This design comes from an exercise in tuning for small area on the open sky130 flow, not from production work.
Only simulation tests tie the RTL to the original design; equivalence was not proved.
Power is estimated from default activity; no workload was simulated.

==> garnet: inputs <==
Design mst_fifo_top, start of the top module:
module mst_fifo_top (
  input wire HRST_N,
  input wire MLTCN,  
  input wire STREN,  
  input wire ERDIS,  
  input wire R_OOB,
  input wire W_OOB,  
  input wire WAKEUP_N, 
  input wire CLK,
  input wire [31:0] DATA_I,   
  input wire [3:0]  BE_I,
  output wire [31:0] DATA_O,  
  output wire [3:0]  BE_O,
  output wire DT_OE_N,        
  output wire BE_OE_N,        
  input wire RXF_N,     
  input wire TXE_N,
  output wire WR_N,     
  output wire SIWU_N,
  output wire RD_N,
  output wire OE_N,
  output wire [3:0] debug_sig,
  output wire [3:0] STRER
);
  assign debug_sig[0]   = WAKEUP_N; 
  assign debug_sig[3:1] = 3'b101;
  wire [31:0] tp_data;
  wire [3:0]  tp_be;
  wire tp_dt_oe_n;
  wire tp_be_oe_n;
  wire tp_siwu_n;
  wire tp_wr_n;      
  wire tp_rd_n;
  wire tp_oe_n;
  wire [3:0] tp_debug_sig;
  wire [3:0] tp_seq_err;
  wire [31:0] tc_data;
  wire [3:0]  tc_be;
  wire tc_rst_n;
  wire tc_clk;
  wire tc_txe_n;
  wire tc_rxf_n;
  wire tc_mltcn;
  wire tc_stren;
  wire tc_bus16;
  wire tc_erdis;
  wire tc_r_oob;
  wire tc_w_oob;
  wire [3:0] tc_mst_rd_n;
  wire [3:0] tc_mst_wr_n; 
  mst_fifo_io i0_io (
    .HRST_N	(HRST_N),
    .SRST_N	(1'b1),
    .MLTCN	(MLTCN), 
    .STREN	(STREN), 
    .ERDIS	(ERDIS), 
    .MST_RD_N	(4'h0),   
    .MST_WR_N	(4'h0), 
    .R_OOB	(R_OOB), 
    .W_OOB	(W_OOB), 
    .CLK		(CLK),
    .DATA_I	(DATA_I),
    .BE_I	(BE_I),
    .DATA_O	(DATA_O),
    .BE_O	(BE_O),
    .DT_OE_N	(DT_OE_N),
  ...
export LEC_CHECK = 0
export CAP_MARGIN = 20
export CORE_MARGIN = 2
export CORE_UTILIZATION = 40
export SLEW_MARGIN = 20
create_clock -name core_clock -period 10.0 [get_ports {CLK}]
run.sh (not shown) runs the stock make flow with config.mk's settings and CLKGATE_MAP_FILE= SYNTH_SCRIPT=/design/flow/synth_recipe.tcl, a recipe that flattens the netlist after the stock synthesis.
==> sierra (differences from garnet) <==
--- a/flow/design.v
+++ b/flow/design.v
@@ -378,22 +378,28 @@
   wire rem_clr = ((cur_stap3 == MTWR) && (cur_stap4 == MDLE) && (!mltcn)) ||
                  ((cur_stap2 == MTWR) && (cur_stap3 == MDLE) && mltcn);
   wire rem_ld2 = (!wr_n & txe_n    & readburst_p1 & !mltcn)  |
                  ( wr_n & rxf_n_p1 & readburst_p1 & mltcn )  |
                  (!wr_n & rxf_n_p1 & readburst_p1 & mltcn );
   wire rem_ld1 = (!wr_n & !rxf_n_p1 & !readburst    & mltcn) |
                  ( wr_n & !rxf_n_p1 &  readburst_p1 & mltcn);
+  integer k;
   always @ (posedge clk or negedge rst_n)
   begin
     if (~rst_n)
       rem_v <= 4'd0;
-    else if (rem_clr)
-      rem_v[ichannel] <= 1'b0;
-    else if (rem_ld2 | rem_ld1)
-      rem_v[ichannel] <= 1'b1;
+    else
+      for (k = 0; k < 4; k = k + 1)
+        if (ichannel == k)
+        begin
+          if (rem_clr)
+            rem_v[k] <= 1'b0;
+          else if (rem_ld2 | rem_ld1)
+            rem_v[k] <= 1'b1;
+        end
   end
   always @ (posedge clk)
   begin
     if (!rem_clr & (rem_ld2 | rem_ld1))
       rem_d[ichannel] <= rem_ld2 ? {obe_p2,odata_p2} : {obe,odata};
   end
   always @ (posedge clk or negedge rst_n)
@@ -447,252 +453,209 @@
 assign wbe     = prefdout[35:32];
 assign ififowr  	= rvalid & (!stren);
 assign ififo_wdat 	= {rbe,rdata};
 endmodule
 module mst_fifo_ctl #(
   parameter CAW = 3,           
   parameter AW  = CAW + 2      
-  ) ( 
+  ) (
   input  clk,
   input  rst_n,
-  input  mltcn, 
-  input  fiford,    
-  input  [1:0] fifordid,  
+  input  mltcn,
+  input  fiford,
+  input  [1:0] fifordid,
   input  fifowr,
-  input  [1:0] fifowrid,     
+  input  [1:0] fifowrid,
   output reg [3:0] fifoafull,  
   output wire [3:0] fifonempt,  
   input  [35:0] fifo_din,
-  output wire [35:0] fifo_dout, 
+  output wire [35:0] fifo_dout,
   output  wire mem_we,           
   output  wire [AW-1:0] mem_a,     
   output  wire [35:0] mem_d,	 
   input   wire [35:0] mem_q	 
   );
 wire mem_re;
 reg [AW-1:0] wrcnt0;
 reg [CAW-1:0] wrcnt1;
 reg [CAW-1:0] wrcnt2;
 reg [CAW-1:0] wrcnt3;
-reg [CAW-1:0] wrcnt;
-reg [AW-1:0] rdcnt0;
-reg [CAW-1:0] rdcnt1;
-reg [CAW-1:0] rdcnt2;
-reg [CAW-1:0] rdcnt3;
-reg [CAW-1:0] rdcnt;
-wire [AW-1:0] mem_wa;
-assign      mem_wa = mltcn ? {fifowrid,wrcnt} : wrcnt0;
-wire [AW-1:0] mem_ra;
-assign      mem_ra = mltcn ? {fifordid,rdcnt} : rdcnt0;
-always @ (*)  
-  begin 
+reg [AW:0] fifolen0;
+reg [CAW:0] fifolen1;
+reg [CAW:0] fifolen2;
+reg [CAW:0] fifolen3;
+reg [AW-1:0] wrsel;
+reg [AW-1:0] lensel;
+always @ (*)
+  begin
   case (fifowrid)
-    2'b00: wrcnt = wrcnt0[CAW-1:0];
-    2'b01: wrcnt = wrcnt1;
-    2'b10: wrcnt = wrcnt2;
-    2'b11: wrcnt = wrcnt3;
-  endcase
-  end  
-always @ (*)  
-  begin 
-  case (fifordid)
-    2'b00: rdcnt = rdcnt0[CAW-1:0];
-    2'b01: rdcnt = rdcnt1;
-    2'b10: rdcnt = rdcnt2;
-    2'b11: rdcnt = rdcnt3;
+    2'b00: begin wrsel = wrcnt0;                 lensel = fifolen0[AW-1:0];         end
+    2'b01: begin wrsel = {{(AW-CAW){1'b0}}, wrcnt1}; lensel = {{(AW-CAW-1){1'b0}}, fifolen1}; end
+    2'b10: begin wrsel = {{(AW-CAW){1'b0}}, wrcnt2}; lensel = {{(AW-CAW-1){1'b0}}, fifolen2}; end
+    2'b11: begin wrsel = {{(AW-CAW){1'b0}}, wrcnt3}; lensel = {{(AW-CAW-1){1'b0}}, fifolen3}; end
   endcase
-  end 
+  end
+wire [AW-1:0] rdsel = wrsel - lensel;
+wire [AW-1:0] mem_wa;
+assign      mem_wa = mltcn ? {fifowrid,wrsel[CAW-1:0]} : wrsel;
+wire [AW-1:0] mem_ra;
+assign      mem_ra = mltcn ? {fifordid,rdsel[CAW-1:0]} : rdsel;
 assign mem_a = mem_we ? mem_wa : mem_ra;
 assign mem_d = fifo_din;
-assign fifo_dout = mem_q; 
+assign fifo_dout = mem_q;
 always @(posedge clk or negedge rst_n)
   begin
   if(!rst_n)
-    wrcnt0 <= {AW{1'b0}};   
-  else if (mem_we & (fifowrid == 2'b00)) 
+    wrcnt0 <= {AW{1'b0}};
+  else if (mem_we & (fifowrid == 2'b00))
     wrcnt0 <= wrcnt0 + 1'b1;
   end
 always @(posedge clk or negedge rst_n)
   begin
   if(!rst_n)
-    wrcnt1 <= {CAW{1'b0}};   
-  else if (mem_we & (fifowrid == 2'b01)) 
+    wrcnt1 <= {CAW{1'b0}};
+  else if (mem_we & (fifowrid == 2'b01))
     wrcnt1 <= wrcnt1 + 1'b1;
   end
 always @(posedge clk or negedge rst_n)
   begin
   if(!rst_n)
-    wrcnt2 <= {CAW{1'b0}};   
-  else if (mem_we & (fifowrid == 2'b10)) 
+    wrcnt2 <= {CAW{1'b0}};
+  else if (mem_we & (fifowrid == 2'b10))
     wrcnt2 <= wrcnt2 + 1'b1;
   end
 always @(posedge clk or negedge rst_n)
   begin
   if(!rst_n)
-    wrcnt3 <= {CAW{1'b0}};   
-  else if (mem_we & (fifowrid == 2'b11)) 
+    wrcnt3 <= {CAW{1'b0}};
+  else if (mem_we & (fifowrid == 2'b11))
     wrcnt3 <= wrcnt3 + 1'b1;
   end
-always @(posedge clk or negedge rst_n)
-  begin
-  if(!rst_n)
-    rdcnt0 <= {AW{1'b0}};   
-  else if (mem_re & (fifordid == 2'b00)) 
-    rdcnt0 <= rdcnt0 + 1'b1;
-  end
-always @(posedge clk or negedge rst_n)
-  begin
-  if(!rst_n)
-    rdcnt1 <= {CAW{1'b0}};   
-  else if (mem_re & (fifordid == 2'b01)) 
-    rdcnt1 <= rdcnt1 + 1'b1;
-  end
-always @(posedge clk or negedge rst_n)
-  begin
-  if(!rst_n)
-    rdcnt2 <= {CAW{1'b0}};   
-  else if (mem_re & (fifordid == 2'b10)) 
-    rdcnt2 <= rdcnt2 + 1'b1;
-  end
-always @(posedge clk or negedge rst_n)
-  begin
-  if(!rst_n)
-    rdcnt3 <= {CAW{1'b0}};   
-  else if (mem_re & (fifordid == 2'b11)) 
-    rdcnt3 <= rdcnt3 + 1'b1;
-  end
 wire [3:0] fifofull;
 wire full;
 assign full  =   fifofull[fifowrid];
 wire notempty;
 assign notempty    =   fifonempt[fifordid];
 assign mem_we      =   fifowr & (!full);
 assign mem_re      =   fiford & (notempty);
-reg [AW:0] fifolen0;
-reg [CAW:0] fifolen1;
-reg [CAW:0] fifolen2;
-reg [CAW:0] fifolen3;
 assign fifonempt[0] = |fifolen0;
 assign fifonempt[1] = |fifolen1;
 assign fifonempt[2] = |fifolen2;
-assign fifonempt[3] = |fifolen3; 
+assign fifonempt[3] = |fifolen3;
 assign fifofull[0] = mltcn ? fifolen0[CAW] : fifolen0[AW];
 assign fifofull[1] = mltcn ? fifolen1[CAW] : 1'b0;
-assign fifofull[2] = mltcn ? fifolen2[CAW] : 1'b0; 
-assign fifofull[3] = mltcn ? fifolen3[CAW] : 1'b0; 
+assign fifofull[2] = mltcn ? fifolen2[CAW] : 1'b0;
+assign fifofull[3] = mltcn ? fifolen3[CAW] : 1'b0;
 always @ (posedge clk or negedge rst_n)
-  begin 
-    if (!rst_n) 
+  begin
+    if (!rst_n)
       fifolen0 <= {(AW+1){1'b0}};
     else if (mem_we & (fifowrid == 2'b00))
       fifolen0 <= fifolen0 + 1'b1;
     else if (mem_re & (fifordid == 2'b00))
       fifolen0 <= fifolen0 - 1'b1;
-  end 
+  end
 always @ (posedge clk or negedge rst_n)
-  begin 
-    if (!rst_n) 
+  begin
+    if (!rst_n)
       fifolen1 <= {(CAW+1){1'b0}};
     else if (mem_we & (fifowrid == 2'b01))
       fifolen1 <= fifolen1 + 1'b1;
     else if (mem_re & (fifordid == 2'b01))
       fifolen1 <= fifolen1 - 1'b1;
-  end 
+  end
 always @ (posedge clk or negedge rst_n)
-  begin 
-    if (!rst_n) 
+  begin
+    if (!rst_n)
       fifolen2 <= {(CAW+1){1'b0}};
     else if (mem_we & (fifowrid == 2'b10))
       fifolen2 <= fifolen2 + 1'b1;
     else if (mem_re & (fifordid == 2'b10))
       fifolen2 <= fifolen2 - 1'b1;
-  end 
+  end
 always @ (posedge clk or negedge rst_n)
-  begin 
-    if (!rst_n) 
+  begin
+    if (!rst_n)
       fifolen3 <= {(CAW+1){1'b0}};
     else if (mem_we & (fifowrid == 2'b11))
       fifolen3 <= fifolen3 + 1'b1;
     else if (mem_re & (fifordid == 2'b11))
       fifolen3 <= fifolen3 - 1'b1;
-  end 
+  end
 always @ (posedge clk or negedge rst_n)
-  begin 
+  begin
     if (!rst_n)
       fifoafull <= 4'h0;
-    else if (mltcn) 
+    else if (mltcn)
       begin
       fifoafull[0] <= (fifolen0 >= (1 << CAW) - 5);
       fifoafull[1] <= (fifolen1 >= (1 << CAW) - 5);
       fifoafull[2] <= (fifolen2 >= (1 << CAW) - 5);
       fifoafull[3] <= (fifolen3 >= (1 << CAW) - 5);
       end
-    else  
+    else
       begin
       fifoafull[0] <= (fifolen0 >= (1 << AW) - 5);
       fifoafull[1] <= 1'b0;
-      fifoafull[2] <= 1'b0; 
+      fifoafull[2] <= 1'b0;
       fifoafull[3] <= 1'b0;
       end
-  end 
+  end
 endmodule
 module mst_sp_ram #(
   parameter AW = 5,
   parameter DW = 36
   ) (
   input  wire [AW-1:0] address,
   input  wire          clock,
   input  wire [DW-1:0] data,
   input  wire          wren,
   output wire [DW-1:0] q,
   input  wire          stren,
   input  wire [1:0]    chan,
   input  wire          gen_we,
-  input  wire [31:0]   gen_d,
+  input  wire          gen_sel,    
+  input  wire [31:0]   gen_src,
   input  wire          chk_we,
-  input  wire [31:0]   chk_d,
   output wire [31:0]   hi_q
 );
   reg [DW-1:0] mem [0:(1<<AW)-1];
   reg [AW-1:0] addr_r;
   wire [3:0]    wa    = stren ? {2'b00, chan} : address[3:0];
   wire          we_lo = stren ? gen_we : (wren & !address[4]);
   wire          we_hi = stren ? chk_we : (wren &  address[4]);
-  wire [DW-1:0] d_lo  = stren ? {data[DW-1:32], gen_d} : data;
-  wire [DW-1:0] d_hi  = stren ? {data[DW-1:32], chk_d} : data;
+  wire [31:0]   base  = gen_sel ? gen_src : data[31:0];
+  wire [DW-1:0] d_w   = {data[DW-1:32], base + {31'd0, stren}};
   integer r;
   always @(posedge clock)
   begin
     for (r = 0; r < 16; r = r + 1)
     begin
       if (we_lo && (wa == r))
-        mem[r] <= d_lo;
+        mem[r] <= d_w;
       if (we_hi && (wa == r))
-        mem[r+16] <= d_hi;
+        mem[r+16] <= d_w;
     end
     addr_r <= address;
   end
   wire [3:0]    ra   = stren ? {2'b00, chan} : addr_r[3:0];
   wire [DW-1:0] lo_w = mem[{1'b0, ra}];
   wire [DW-1:0] hi_w = mem[{1'b1, ra}];
   assign q    = (addr_r[4] & !stren) ? hi_w : lo_w;
   assign hi_q = hi_w[31:0];
 endmodule
 module mst_data_gen (
   input rst_n,
   input clk,
   input req,               
   input [1:0] chan,
-  input [31:0] row,        
-  output [31:0] gen_val,   
-  output [31:0] gen_nxt    
+  output vld_c             
 );
   reg [3:0] vld;
-  assign gen_val = row | {32{~vld[chan]}};
-  assign gen_nxt = gen_val + 1'b1;
+  assign vld_c   = vld[chan];
   always @ (posedge clk or negedge rst_n)
   begin
     if (!rst_n)
       vld <= 4'h0;
     else if (req)
       vld[chan] <= 1'b1;
   end
@@ -702,23 +665,21 @@
   input  clk,
   input  erdis,
   input  vld,               
   input  [1:0] chan,
   input  [31:0] rdata,
   input  [31:0] row,        
   output upd,               
-  output [31:0] cmp_nxt,
   output wire [3:0] seq_err
 );
   reg [3:0] cvld;
   reg [3:0] cmp_err;
   wire [31:0] cmp_val = row & {32{cvld[chan]}};
   wire        go      = vld & !cmp_err[chan] & !erdis;
   wire        match   = (rdata == cmp_val);
-  assign cmp_nxt = cmp_val + 1'b1;
   assign upd     = go & match;
   assign seq_err = cmp_err & {4{!erdis}};
   always @ (posedge clk or negedge rst_n)
   begin
     if (!rst_n)
     begin
       cvld    <= 4'h0;
@@ -818,15 +779,24 @@
       2'b01:   pref_len[prefchn] <= len_c + 1'b1;
       2'b10:   pref_len[prefchn] <= len_c - 1'b1;
       default: ;
     endcase
   end
 end
 wire [1:0] rdcnt_c = wrcnt_c - len_c[1:0];
-assign prefdout = pref_dat[{prefchn, rdcnt_c}] & {36{wrapped[prefchn] | nempt_c}};
+wire [3:0] rsel = {prefchn, rdcnt_c};
+wire gate = wrapped[prefchn] | nempt_c;
+reg [35:0] pd_or;
+integer k;
+always @(*) begin
+  pd_or = 36'd0;
+  for (k = 0; k < 16; k = k + 1)
+    pd_or = pd_or | (pref_dat[k] & {36{(rsel == k) & gate}});
+end
+assign prefdout = pd_or;
 wire prenotful_c = (len_c < 3'd3);
 wire datareq;
 assign datareq = prefena && prenotful_c && (ifnempt[prefchn] | prefmod) ;
 assign ififord = datareq && (!prefmod);
 always @(posedge clk or negedge rst_n)
 begin
   if(!rst_n)
@@ -999,42 +969,38 @@
     .ifnempt  (ififonempt),
     .prefdin  (prefdin),
     .genreq   (genreq)
      );
   wire chk_rst_n;
   assign chk_rst_n = (!tc_w_oob) & tc_rst_n;
   wire chk_upd;
-  wire [31:0] chk_nxt;
   wire [31:0] chk_row;
   mst_data_chk i3_chk(
     .rst_n	(chk_rst_n),
     .clk	(tc_clk),
     .erdis 	(tc_erdis),
     .vld	(rvalid & tc_stren),
     .chan	(chan),
     .rdata	(chk_data),
     .row	(chk_row),
     .upd	(chk_upd),
-    .cmp_nxt	(chk_nxt),
     .seq_err	(tp_seq_err)
   );
   wire gen_rst_n;
   assign gen_rst_n = (!tc_r_oob) & tc_rst_n;
-  wire [31:0] gen_val;
-  wire [31:0] gen_nxt;
+  wire        gen_vld;
   mst_data_gen i4_gen(
     .rst_n	(gen_rst_n),
     .clk	(tc_clk),
     .req	(genreq),
     .chan	(chan),
-    .row	(ififo_rdat[31:0]),
-    .gen_val	(gen_val),
-    .gen_nxt	(gen_nxt)
+    .vld_c	(gen_vld)
   );
-  assign prefdin = tc_stren ? {4'hf, gen_val} : ififo_rdat;
+  assign prefdin = {ififo_rdat[35:32] | {4{tc_stren}},
+                    ififo_rdat[31:0]  | {32{tc_stren & !gen_vld}}};
   wire mem_w;
   wire [4:0] mem_a;
   wire [35:0] mem_d;
   wire [35:0] mem_q;
   mst_fifo_ctl i5_ctl(
     .clk	(tc_clk),
     .rst_n	(tc_rst_n),
@@ -1057,13 +1023,13 @@
     .clock	(tc_clk),
     .data	(mem_d),
     .wren	(mem_w),
     .q		(mem_q),
     .stren	(tc_stren),
     .chan	(chan),
     .gen_we	(genreq),
-    .gen_d	(gen_nxt),
+    .gen_sel	(tc_stren & !rvalid),
+    .gen_src	(prefdin[31:0]),
     .chk_we	(chk_upd),
-    .chk_d	(chk_nxt),
     .hi_q	(chk_row)
   );
 endmodule 
==> flow/config.mk (replaced) <==
export PLATFORM = sky130hd
export DESIGN_NAME = mst_fifo_top
export DESIGN_NICKNAME = mst_fifo_top
export VERILOG_FILES = /design/flow/design.v
export SDC_FILE = /design/flow/constraint.sdc
export NUM_CORES = 4
export LEC_CHECK = 0
export CAP_MARGIN = 20
export CORE_MARGIN = 2
export CORE_UTILIZATION = 65
export CTS_BUF_LIST = sky130_fd_sc_hd__clkbuf_8
export CTS_CLUSTER_DIAMETER = 60
export CTS_CLUSTER_SIZE = 12
export SLEW_MARGIN = 20
==> comparison table <==
item	sierra	garnet
Run status	complete, no violations	complete, no violations
Non-clock inverter count	51	61
Cells after synthesis	5,224	5,238
Vias	54.5k	52.8k
Largest net degree at the start of global routing	86	106
Nonclk buf count	321	312
Cell depth of the worst flop-to-flop path	13	14
Crit path buffers/inverters	4	2
Met3 usage in global routing	12.2%	5.78%
Cell internal power dissipation	0.0159 W	0.0193 W
Clock transition at the registers of the reported paths	0.09 ns	0.07 ns
Proportion of synthesized chip area in sequential cells	74.6%	72.7%
Leakage power of the design	30.0 nW	32.5 nW
Root Driver	sky130_fd_sc_hd__clkbuf_8	sky130_fd_sc_hd__clkbuf_16
Global-route met1 utilization	56.8%	33.3%
Minimum clock period after layout	7.18 ns	7.81 ns
Async SR Flop Fraction	7.46%	8.06%
Final-stage net count	5,505	5,537
CP arrival	7.80 ns	8.29 ns
Area occupied by registers	0.0626 mm^2	0.0629 mm^2
Adder and majority cell fraction of the synthesized area	0.641%	0.564%

-- afterwards: timing with drivers on the ports --
The flow's constraints put no driver on any port. The routed layouts listed below were extracted and timed again, unchanged, in two steps.
Step 1, drivers: a clkbuf_16 drives CLK and a buf_2 each remaining input, both assumed.
Step 2 times the ports against the registers' clock, not the clock port: input delays grow and output delays shrink by t, the midpoint of the rising clock arrivals with the driver on.
a / b / c = no drivers / after step 1 / after step 2; a / b = the first two.
run | shift t [ns] | slack for setup (ns) | slew at the worst register clock pin (ns)
garnet | 0.952 | 2.194 / 2.243 / 1.291 | 0.07 / 0.07
sierra | 1.061 | 2.818 / 2.858 / 1.797 | 0.09 / 0.09
After both steps every run listed still meets setup and hold. The setup slack of sierra, which loses most, moves by +0.040 ns with the drivers and by -1.021 ns with both steps.
